This is an optimization exercise on Yosys and OpenROAD, whose aim is small area, not a production implementation. Only simulation tests tie the RTL to the original design; equivalence was not proved. The flow treats the clock pin as an ideal source. Dropping or thinning the clock tree relies on that and would not hold on a real chip. No activity file was given, so power comes from the tool's default toggle rates.

Setup of run A:
==> flow/design.v <==
module gGMUX_BKeys (
	input	[2:0]	LVDS_IG_A_DATA	,
	input	[2:0]	LVDS_IG_B_DATA	,
	input	LVDS_IG_A_CLK			,
	input	LVDS_IG_BKL_ON			,
	input	LVDS_IG_PANEL_PWR		,
	output	[2:0]	LVDS_A_DATA		,
	output	[2:0]	LVDS_B_DATA		,
	output	LVDS_A_CLK				,
	output	LVDS_B_CLK				,
	output	LCD_BKLT_EN				,
	output	LCD_PWR_EN				,
	output	LCD_BKLT_PWM			,
	output	P3V3GPU_EN				,
	output	P1V5FB1V8GPU_R_EN		,
	output	P1V0GPU_EN				,
	output	GPUVCORE_EN				,
	output	EG_RESET_L				,
	output	LVDS_DDC_SEL_IG			,
	output	LVDS_DDC_SEL_EG 		,
	output  DP_MUX_EN				,
	output  DP_MUX_SEL_EG			,
	output  GMUX_INT				,
	input  LPC_CLK33M_GMUX 			,
	input  PLT_RESET_L				,
	input  GMUX_RESET_L
);
	assign LVDS_A_DATA[2:0] = LVDS_IG_A_DATA[2:0];
	assign LVDS_B_DATA[2:0] = LVDS_IG_B_DATA[2:0];
	assign LVDS_A_CLK	= LVDS_IG_A_CLK;
	assign LVDS_B_CLK	= LVDS_IG_A_CLK;
	assign LCD_BKLT_EN	= LVDS_IG_BKL_ON;
	assign LCD_PWR_EN	= LVDS_IG_PANEL_PWR;
	assign P3V3GPU_EN			= 0;
	assign P1V5FB1V8GPU_R_EN	= 0;
	assign P1V0GPU_EN			= 0;
	assign GPUVCORE_EN			= 0;
	assign EG_RESET_L			= 0;
	assign LVDS_DDC_SEL_IG		= 1;
	assign LVDS_DDC_SEL_EG		= 0;
	assign DP_MUX_EN 			= 1;
	assign DP_MUX_SEL_EG		= 0;
	assign GMUX_INT				= 1;
	wire clk = LPC_CLK33M_GMUX;
	wire rst = !PLT_RESET_L;
	wire line = GMUX_RESET_L;
	function [16:0] inc17(input [16:0] x);
		integer i;
		reg c;
		begin
			c = 1'b1;
			for (i = 0; i < 17; i = i + 1) begin
				inc17[i] = x[i] ^ c;
				c = c & x[i];
			end
		end
	endfunction
	reg line_d;
	always @(posedge clk) line_d <= line;
	wire edge_ev = line ^ line_d;
	localparam [16:0] CNT_Z  = 17'h0aaaa;
	localparam [16:0] CNT_S  = 17'h1eeef;
	localparam [16:0] CNT_MS = 17'h026e4;
	localparam [16:0] CNT_C  = 17'h155ab;
	localparam [16:0] CNT_MC = 17'h19ffe;
	reg [16:0] cnt;
	reg        idle;
	wire close  = !line & !line_d & (((cnt ^ CNT_C) & CNT_MC) == 17'd0);
	wire sample = !edge_ev & !idle & (((cnt ^ CNT_S) & CNT_MS) == 17'd0);
	wire cnt_force = rst | edge_ev | close;
	always @(posedge clk) begin
		cnt[16:1] <= cnt_force ? CNT_Z[16:1] : ~cnt[15:0];
		cnt[0]    <= rst ? 1'b0 : edge_ev ? 1'b1 : close ? 1'b0 : cnt[16] ^ cnt[13];
		if (rst)
			idle <= 1'b1;
		else if (edge_ev)
			idle <= 1'b0;
		else if (sample)
			idle <= 1'b1;
	end
	reg [3:0] bitn;
	reg [3:0] run;
	reg       fb0, fb1;
	wire bit_ok = (bitn == 4'd0 || bitn == 4'd1) ? 1'b1 :
	              (bitn == 4'd13) ? !line_d : line_d;
	wire full = (run == 4'd14);
	wire key_up = full & fb0 & !fb1;
	wire key_dn = full & !fb0 & fb1;
	always @(posedge clk) begin
		if (rst || close) begin
			bitn <= 4'd0;
			run  <= 4'd1;
			fb0  <= 1'b0;
			fb1  <= 1'b0;
		end else if (sample) begin
			bitn <= (bitn == 4'd13) ? 4'd0 : inc17({13'd0, bitn});
			run  <= !bit_ok ? 4'd0 : full ? run : inc17({13'd0, run});
			if (bitn == 4'd0) fb0 <= line_d;
			if (bitn == 4'd1) fb1 <= line_d;
		end
	end
	reg [1:0] lkp;
	reg [2:0] nfc;
	always @(posedge clk) begin
		if (rst)
			lkp <= 2'b00;
		else if (close) begin
			if (key_up) lkp[0] <= 1'b1;
			else if (key_dn) lkp[1] <= 1'b1;
			else if (nfc[2]) lkp <= 2'b00;
		end
	end
	always @(posedge clk) begin
		if (close) begin
			if (key_up || key_dn || nfc[2]) nfc <= 3'd0;
			else nfc <= inc17({14'd0, nfc});
		end
	end
	localparam [22:0] PRE_R = 23'h2aaaaa;
	localparam [22:0] PRE_E = 23'h554aa5;
	localparam [22:0] PRE_M = ~23'h058001;
	reg [22:0] pre;
	wire tick = ((pre ^ PRE_E) & PRE_M) == 23'd0;
	wire pre_force = rst | tick;
	always @(posedge clk) begin
		pre[22:1] <= pre_force ? PRE_R[22:1] : ~pre[21:0];
		pre[0]    <= rst ? 1'b0 : tick ? 1'b1 : pre[22] ^ pre[17];
	end
	reg [4:0] level;
	always @(posedge clk) begin
		if (rst) level <= 5'd11;
		else if (tick) begin
			if (lkp[0] && !level[4]) level <= inc17({12'd0, level});
			else if (lkp[1] && level != 5'd0) level <= ~inc17({12'd0, ~level});
		end
	end
	wire [16:0] duty =
		level[4]     ? 17'd127013 :
		(level[3:0] == 4'd0) ? 17'd0 :
		(level[3:0] == 4'd1) ? 17'd2854 :
		(level[3:0] == 4'd2) ? 17'd4281 :
		(level[3:0] == 4'd3) ? 17'd5708 :
		(level[3:0] == 4'd4) ? 17'd8563 :
		(level[3:0] == 4'd5) ? 17'd11417 :
		(level[3:0] == 4'd6) ? 17'd15698 :
		(level[3:0] == 4'd7) ? 17'd19980 :
		(level[3:0] == 4'd8) ? 17'd25688 :
		(level[3:0] == 4'd9) ? 17'd34251 :
		(level[3:0] == 4'd10) ? 17'd41386 :
		(level[3:0] == 4'd11) ? 17'd49949 :
		(level[3:0] == 4'd12) ? 17'd59939 :
		(level[3:0] == 4'd13) ? 17'd72783 :
		(level[3:0] == 4'd14) ? 17'd87054 :
		                17'd105606;
	reg [16:0] pwm_cnt;
	always @(posedge clk) begin
		if (rst) pwm_cnt <= 17'd0;
		else pwm_cnt <= inc17(pwm_cnt);
	end
	wire [16:0] ge;
	assign ge[0] = pwm_cnt[0] | ~duty[0];
	genvar gi;
	generate
		for (gi = 1; gi < 17; gi = gi + 1) begin : g_cmp
			assign ge[gi] = (pwm_cnt[gi] & ~duty[gi]) | (pwm_cnt[gi] & ge[gi-1]) | (~duty[gi] & ge[gi-1]);
		end
	endgenerate
	assign LCD_BKLT_PWM = ~ge[16];
endmodule
==> flow/config.mk <==
export PLATFORM = sky130hd
export DESIGN_NAME = gGMUX_BKeys
export DESIGN_NICKNAME = gGMUX_BKeys
export VERILOG_FILES = /design/flow/design.v
export SDC_FILE = /design/flow/constraint.sdc
export NUM_CORES = 4
export LEC_CHECK = 0
export CAP_MARGIN = 20
export CORE_MARGIN = 2
export CORE_UTILIZATION = 70
export PLACE_DENSITY = 0.85
export SLEW_MARGIN = 20
==> flow/constraint.sdc <==
create_clock -name core_clock -period 10.0 [get_ports {LPC_CLK33M_GMUX}]
set_input_delay 2.0000 -clock core_clock [delete_from_list [all_inputs] [get_ports {LPC_CLK33M_GMUX}]]
set_output_delay 2.0000 -clock core_clock [all_outputs]
set_load 0.01 [all_outputs]
standard.sh (not shown) runs the stock make flow with config.mk's settings and CLKGATE_MAP_FILE= SYNTH_SCRIPT=/design/flow/synth_recipe.tcl, a recipe that flattens the netlist after the stock synthesis.
==> flow/flow/run.sh <==
#!/bin/bash
# Own layout flow: the standard flow (standard.sh) with three changes,
# all through ORFS's own variables:
#  - synthesis maps the logic with an area-oriented ABC script
#    (flow/abc_area.script in place of abc_speed.script) and leaves adders
#    to ABC too (ADDER_MAP_FILE empty); registers are mapped as before;
#  - clock tree: one clock buffer drives all register clock pins
#    (flow/manual_cts.tcl in place of clock_tree_synthesis in cts.tcl);
#  - constant outputs share one tie cell per value (SKIP_REPAIR_TIE_FANOUT)
#    and ports are buffered with buf_1 (BUFFER_PORTS_ARGS);
#  - everything else is ORFS's scripts unchanged.
set -euo pipefail
W=$(pwd)
S="$W/scripts"
rm -rf "$S"
mkdir -p "$S"
for f in "$FLOW_HOME"/scripts/*; do ln -s "$f" "$S"/; done
rm -f "$S/abc_speed.script" "$S/cts.tcl"
cp "$W/flow/abc_area.script" "$S/abc_speed.script"
cp "$W/flow/manual_cts.tcl" "$S/manual_cts.tcl"
sed 's|^log_cmd clock_tree_synthesis {\*}\$cts_args$|source $::env(SCRIPTS_DIR)/manual_cts.tcl\nmanual_cts|' \
  "$FLOW_HOME/scripts/cts.tcl" > "$S/cts.tcl"
grep -q '^manual_cts$' "$S/cts.tcl"
export MANUAL_CTS_BUF=sky130_fd_sc_hd__buf_8
export MANUAL_CTS_GROUPS=4
bash "$W/standard.sh" SCRIPTS_DIR="$S" ADDER_MAP_FILE= SKIP_REPAIR_TIE_FANOUT=1 \
  BUFFER_PORTS_ARGS="-buffer_cell sky130_fd_sc_hd__buf_1" finish > "$W/flow_make.log" 2>&1
==> flow/flow/abc_area.script <==
&get -n
&st
&dch -f
&nf -a
&put
strash
dch -f
amap
strash
dch -f
amap
topo
==> flow/flow/manual_cts.tcl <==
# Clock distribution for a small design: the register clock pins are split
# into MANUAL_CTS_GROUPS groups of nearly equal size by location
# (balanced k-means); one clock buffer
# (MANUAL_CTS_BUF) at the centre of each group drives its clock pins, and
# the clock port drives only these buffers.  Used by cts.tcl in place of
# clock_tree_synthesis (see run.sh).
proc manual_cts {} {
  set block [ord::get_db_block]
  set db [ord::get_db]
  set master [$db findMaster $::env(MANUAL_CTS_BUF)]
  set k $::env(MANUAL_CTS_GROUPS)
  set src [lindex [get_property [lindex [all_clocks] 0] sources] 0]
  set bterm [$block findBTerm [get_full_name $src]]
  set clk [$bterm getNet]
  set sinks [$clk getITerms]
  set pts {}
  foreach it $sinks {
    set loc [[$it getInst] getLocation]
    lappend pts [list [lindex $loc 0] [lindex $loc 1]]
  }
  set n [llength $pts]
  if {$k > $n} { set k $n }
  # k-means, seeded with sinks spread along the sorted x order
  set order [lsort -integer -index 0 $pts]
  set cs {}
  for {set j 0} {$j < $k} {incr j} {
    lappend cs [lindex $order [expr {int(($j + 0.5) * $n / $k)}]]
  }
  # balanced k-means: each group takes at most cap pins; pins that lose
  # most by not getting their nearest centre choose first
  set cap [expr {($n + $k - 1) / $k}]
  set assign {}
  for {set iter 0} {$iter < 30} {incr iter} {
    set rows {}
    set i 0
    foreach p $pts {
      set ds {}
      for {set j 0} {$j < $k} {incr j} {
        set c [lindex $cs $j]
        lappend ds [list $j [expr {abs([lindex $p 0] - [lindex $c 0]) + abs([lindex $p 1] - [lindex $c 1])}]]
      }
      set ds [lsort -integer -index 1 $ds]
      set regret [expr {[lindex $ds end 1] - [lindex $ds 0 1]}]
      lappend rows [list $i $regret $ds]
      incr i
    }
    set rows [lsort -integer -decreasing -index 1 $rows]
    set used {}
    for {set j 0} {$j < $k} {incr j} { lappend used 0 }
    set assign [lrepeat $n 0]
    foreach r $rows {
      foreach d [lindex $r 2] {
        set j [lindex $d 0]
        if {[lindex $used $j] < $cap} {
          lset used $j [expr {[lindex $used $j] + 1}]
          lset assign [lindex $r 0] $j
          break
        }
      }
    }
    set ncs {}
    for {set j 0} {$j < $k} {incr j} {
      set sx 0; set sy 0; set m 0
      foreach p $pts a $assign {
        if {$a == $j} { incr sx [lindex $p 0]; incr sy [lindex $p 1]; incr m }
      }
      if {$m == 0} { lappend ncs [lindex $cs $j] } else { lappend ncs [list [expr {$sx / $m}] [expr {$sy / $m}]] }
    }
    if {$ncs eq $cs} { break }
    set cs $ncs
  }
  set bufs {}
  for {set j 0} {$j < $k} {incr j} {
    set nn [odb::dbNet_create $block "clknet_${j}_[$clk getName]"]
    $nn setSigType CLOCK
    set inst [odb::dbInst_create $block $master "clkbuf_${j}_[$clk getName]"]
    lappend bufs [list $inst $nn]
  }
  foreach it $sinks a $assign {
    $it disconnect
    $it connect [lindex [lindex $bufs $a] 1]
  }
  for {set j 0} {$j < $k} {incr j} {
    set inst [lindex [lindex $bufs $j] 0]
    [$inst findITerm A] connect $clk
    [$inst findITerm X] connect [lindex [lindex $bufs $j] 1]
    set c [lindex $cs $j]
    $inst setLocation [lindex $c 0] [lindex $c 1]
    $inst setPlacementStatus PLACED
    puts "manual_cts: [$inst getName] drives [llength [[lindex [lindex $bufs $j] 1] getITerms]] pins"
  }
  set_propagated_clock [all_clocks]
}
Run A went all the way through synthesis, placement and routing and the layout is clean on timing, DRC and antenna.
Modified inputs, run B compared to run A
-- flow/flow/run.sh --
<<< run A, line 24
export MANUAL_CTS_BUF=sky130_fd_sc_hd__buf_8
>>> run B, line 24
export MANUAL_CTS_BUF=sky130_fd_sc_hd__buf_6
-- flow/config.mk --
<<< run A, line 10
export CORE_UTILIZATION = 70
export PLACE_DENSITY = 0.85
>>> run B, line 10
export CORE_UTILIZATION = 85
export PLACE_DENSITY = 0.92
### Flow results
Die span in y (lower): run B
Taking run A over run B, the number of placement rows ratio works out to 1.09.
Compared with run A, in run B horizontal extent of the die fell 8.7%; synthesized cell area about even; mean cell area of the mapped netlist about even.
Run status, run B: aborted in 3_1_place_gp_skip_io, error GPL-0301
For run C, these inputs were changed with respect to run B:
-- flow/flow/run.sh --
<<< run B, line 9
#  - constant outputs share one tie cell per value (SKIP_REPAIR_TIE_FANOUT)
#    and ports are buffered with buf_1 (BUFFER_PORTS_ARGS);
>>> run C, line 9
<<< run B, line 24
export MANUAL_CTS_BUF=sky130_fd_sc_hd__buf_6
>>> run C, line 22
export MANUAL_CTS_BUF=sky130_fd_sc_hd__clkbuf_8
<<< run B, line 26
bash "$W/standard.sh" SCRIPTS_DIR="$S" ADDER_MAP_FILE= SKIP_REPAIR_TIE_FANOUT=1 \
  BUFFER_PORTS_ARGS="-buffer_cell sky130_fd_sc_hd__buf_1" finish > "$W/flow_make.log" 2>&1
>>> run C, line 24
bash "$W/standard.sh" SCRIPTS_DIR="$S" ADDER_MAP_FILE= finish > "$W/flow_make.log" 2>&1
-- flow/flow/abc_area.script --
<<< run B, line 9
strash
dch -f
amap
>>> run C, line 9
-- flow/config.mk --
<<< run B, line 10
export CORE_UTILIZATION = 85
export PLACE_DENSITY = 0.92
>>> run C, line 10
export CORE_UTILIZATION = 40
[summary]
Run C finished every stage and its layout cleared the timing, design-rule and antenna checks.
Post-synthesis sequential area ratio for run C is lower than for run B.
In terms of share of flip-flops with an asynchronous set or reset after synthesis, run B and run C differ only marginally.
Compared to run B, run C has mean instance size in the synthesized netlist 1.3% higher.
Run C vs. run B: number of library cell types mapped by synthesis went up by 5.
On run C: initial cell density of the core is 47 points lower than what run B gave.
Diff run B -> run C | synthesized area | up slightly
Number of cell rows sits higher in run C than in run B.
For the simple-gate share of the synthesized area, run C came in 0.39 points lower than run B did.
Lower height of the die among run C and run B: run B
The number of instances in the synthesized netlist number comes out higher for run B vs run C.
Fraction of the mapped netlist area in compound gates, run C and run B: lower on run B
> inputs changed (run C -> run D)
-- flow/flow/run.sh --
<<< run C, line 2
# Own layout flow: the standard flow (standard.sh) with three changes,
# all through ORFS's own variables:
>>> run D, line 2
# Own layout flow: the standard flow (standard.sh, ORFS) with these
# changes, made through ORFS's own variables and a copy of its scripts
# folder in which two files are replaced:
<<< run C, line 6
#    to ABC too (ADDER_MAP_FILE empty); registers are mapped as before;
#  - clock tree: one clock buffer drives all register clock pins
#    (flow/manual_cts.tcl in place of clock_tree_synthesis in cts.tcl);
#  - everything else is ORFS's scripts unchanged.
>>> run D, line 7
#    to ABC too (ADDER_MAP_FILE empty); the rest of the synthesis, including
#    how registers are mapped and named, is the standard one;
#  - clock tree: cts.tcl calls manual_cts (flow/manual_cts.tcl) in place of
#    clock_tree_synthesis: the register clock pins are split by location
#    into MANUAL_CTS_GROUPS groups of nearly equal size, each driven by one
#    MANUAL_CTS_BUF buffer that the clock port drives; the rest of cts.tcl
#    (placement legalisation, timing repair) is unchanged;
#  - constant outputs share one tie cell per value (SKIP_REPAIR_TIE_FANOUT)
#    and ports are buffered with buf_1 (BUFFER_PORTS_ARGS);
<<< run C, line 22
export MANUAL_CTS_BUF=sky130_fd_sc_hd__clkbuf_8
>>> run D, line 28
export MANUAL_CTS_BUF=sky130_fd_sc_hd__buf_6
<<< run C, line 24
bash "$W/standard.sh" SCRIPTS_DIR="$S" ADDER_MAP_FILE= finish > "$W/flow_make.log" 2>&1
>>> run D, line 30
bash "$W/standard.sh" SCRIPTS_DIR="$S" ADDER_MAP_FILE= SKIP_REPAIR_TIE_FANOUT=1 \
  BUFFER_PORTS_ARGS="-buffer_cell sky130_fd_sc_hd__buf_1" finish > "$W/flow_make.log" 2>&1
-- flow/flow/abc_area.script --
<<< run C, line 9
>>> run D, line 9
strash
dch -f
amap
-- flow/config.mk --
<<< run C, line 10
export CORE_UTILIZATION = 40
>>> run D, line 10
export CORE_UTILIZATION = 70
export PLACE_DENSITY = 0.85
==> comparison <==
Compared run D vs run C, and worst slew margin relative to its limit is down in run D.
On final cell count: run D sits below run C.
Relative to run C, the met3 layer wire length in the routed design measured on run D has increased by more than 10%.
### run D -> run E
-- flow/flow/run.sh --
<<< run D, line 2
# Own layout flow: the standard flow (standard.sh, ORFS) with these
# changes, made through ORFS's own variables and a copy of its scripts
# folder in which two files are replaced:
>>> run E, line 2
# Own layout flow: the standard flow (standard.sh) with three changes,
# all through ORFS's own variables:
<<< run D, line 7
#    to ABC too (ADDER_MAP_FILE empty); the rest of the synthesis, including
#    how registers are mapped and named, is the standard one;
#  - clock tree: cts.tcl calls manual_cts (flow/manual_cts.tcl) in place of
#    clock_tree_synthesis: the register clock pins are split by location
#    into MANUAL_CTS_GROUPS groups of nearly equal size, each driven by one
#    MANUAL_CTS_BUF buffer that the clock port drives; the rest of cts.tcl
#    (placement legalisation, timing repair) is unchanged;
>>> run E, line 6
#    to ABC too (ADDER_MAP_FILE empty); registers are mapped as before;
#  - clock tree: one clock buffer drives all register clock pins
#    (flow/manual_cts.tcl in place of clock_tree_synthesis in cts.tcl);
<<< run D, line 16
>>> run E, line 11
#  - everything else is ORFS's scripts unchanged.
<<< run D, line 28
export MANUAL_CTS_BUF=sky130_fd_sc_hd__buf_6
>>> run E, line 24
export MANUAL_CTS_BUF=sky130_fd_sc_hd__buf_8
-- flow/config.mk --
<<< run D, line 10
export CORE_UTILIZATION = 70
export PLACE_DENSITY = 0.85
>>> run E, line 10
export CORE_UTILIZATION = 40
[summary]
The layout overhead on the synthesized area reported for run E is greater than that of run D by 2.6 points.
Relative contribution of combinational cells to total power: run E vs run D — no meaningful difference
Between run E and run D, total track usage is lower for run E, run D comes in above that.
In run E the power attributed to the clock group turned out about 20% higher than in run D.
Run E vs. run D: final routed wirelength across all metal layers saw an increase, fraction of area in registers saw a decrease.
Height of the die (run D / run E): 0.77
Summary: with run D as the reference, post-route cell area in run E moved up by a few percent.
The higher global-route track usage on met3 of run E and run D is in run D.
--- input diff run E..run F ---
-- flow/flow/run.sh --
<<< run E, line 24
export MANUAL_CTS_BUF=sky130_fd_sc_hd__buf_8
>>> run F, line 24
export MANUAL_CTS_BUF=sky130_fd_sc_hd__buf_6
-- flow/config.mk --
<<< run E, line 10
export CORE_UTILIZATION = 40
>>> run F, line 10
export CORE_UTILIZATION = 70
export PLACE_DENSITY = 0.85
==> notes.md <==
Run F ends up with lower area added between synthesis and finish than run E does. According to the power report, total power for run F is lower than for run E. Diff run E -> run F | wire length reported by the detailed router | decrease of 1.3%. Diff run E and run F: switching power total higher in run E. From run E to run F the numbers moved as follows: leakage power dropped 0.90%; placer's final routability congestion estimate climbed about 4.7%; first-iteration DRC count climbed 164; met1 track demand over resource in global routing climbed 10 points. Compared with run E, in run F utilization increased by 31 points relative to the old numbers, area of placed instances now smaller, die width went down.
In run A, run C, run D, run E and run F the design's own scripts or RTL, not TritonCTS, make the clock network.

-- port drivers added, routing unchanged --
How much do the figures lean on ideal ports? The routed layouts below were timed once more, with nothing changed but the port constraints.
Step 1, drivers: a clkbuf_16 drives LPC_CLK33M_GMUX and a buf_2 each remaining input, both assumed.
Step 2 also shifts input and output timing later by t, the mid clock arrival at the registers, as if the neighbouring blocks saw the same clock.
Three values: ideal, step 1, step 2; two values: the first two.
run | t, ns | slack for setup (ns) | clock arrival spread, ns | worst slew at a driven data input, ns | cell pins on the clock port's net
run A | 0.194 | 4.360 / 4.293 / 4.487 | 0.004 / 0.004 | 0.11 | 4
run C | 0.226 | 3.815 / 3.756 / 3.981 | 0.012 / 0.011 | 0.10 | 4
run D | 0.199 | 4.315 / 4.257 / 4.455 | 0.004 / 0.005 | 0.11 | 4
run E | 0.205 | 4.360 / 4.286 / 4.490 | 0.009 / 0.009 | 0.11 | 4
run F | 0.199 | 4.315 / 4.257 / 4.455 | 0.004 / 0.005 | 0.11 | 4
After both steps setup and hold are still met in every run listed.
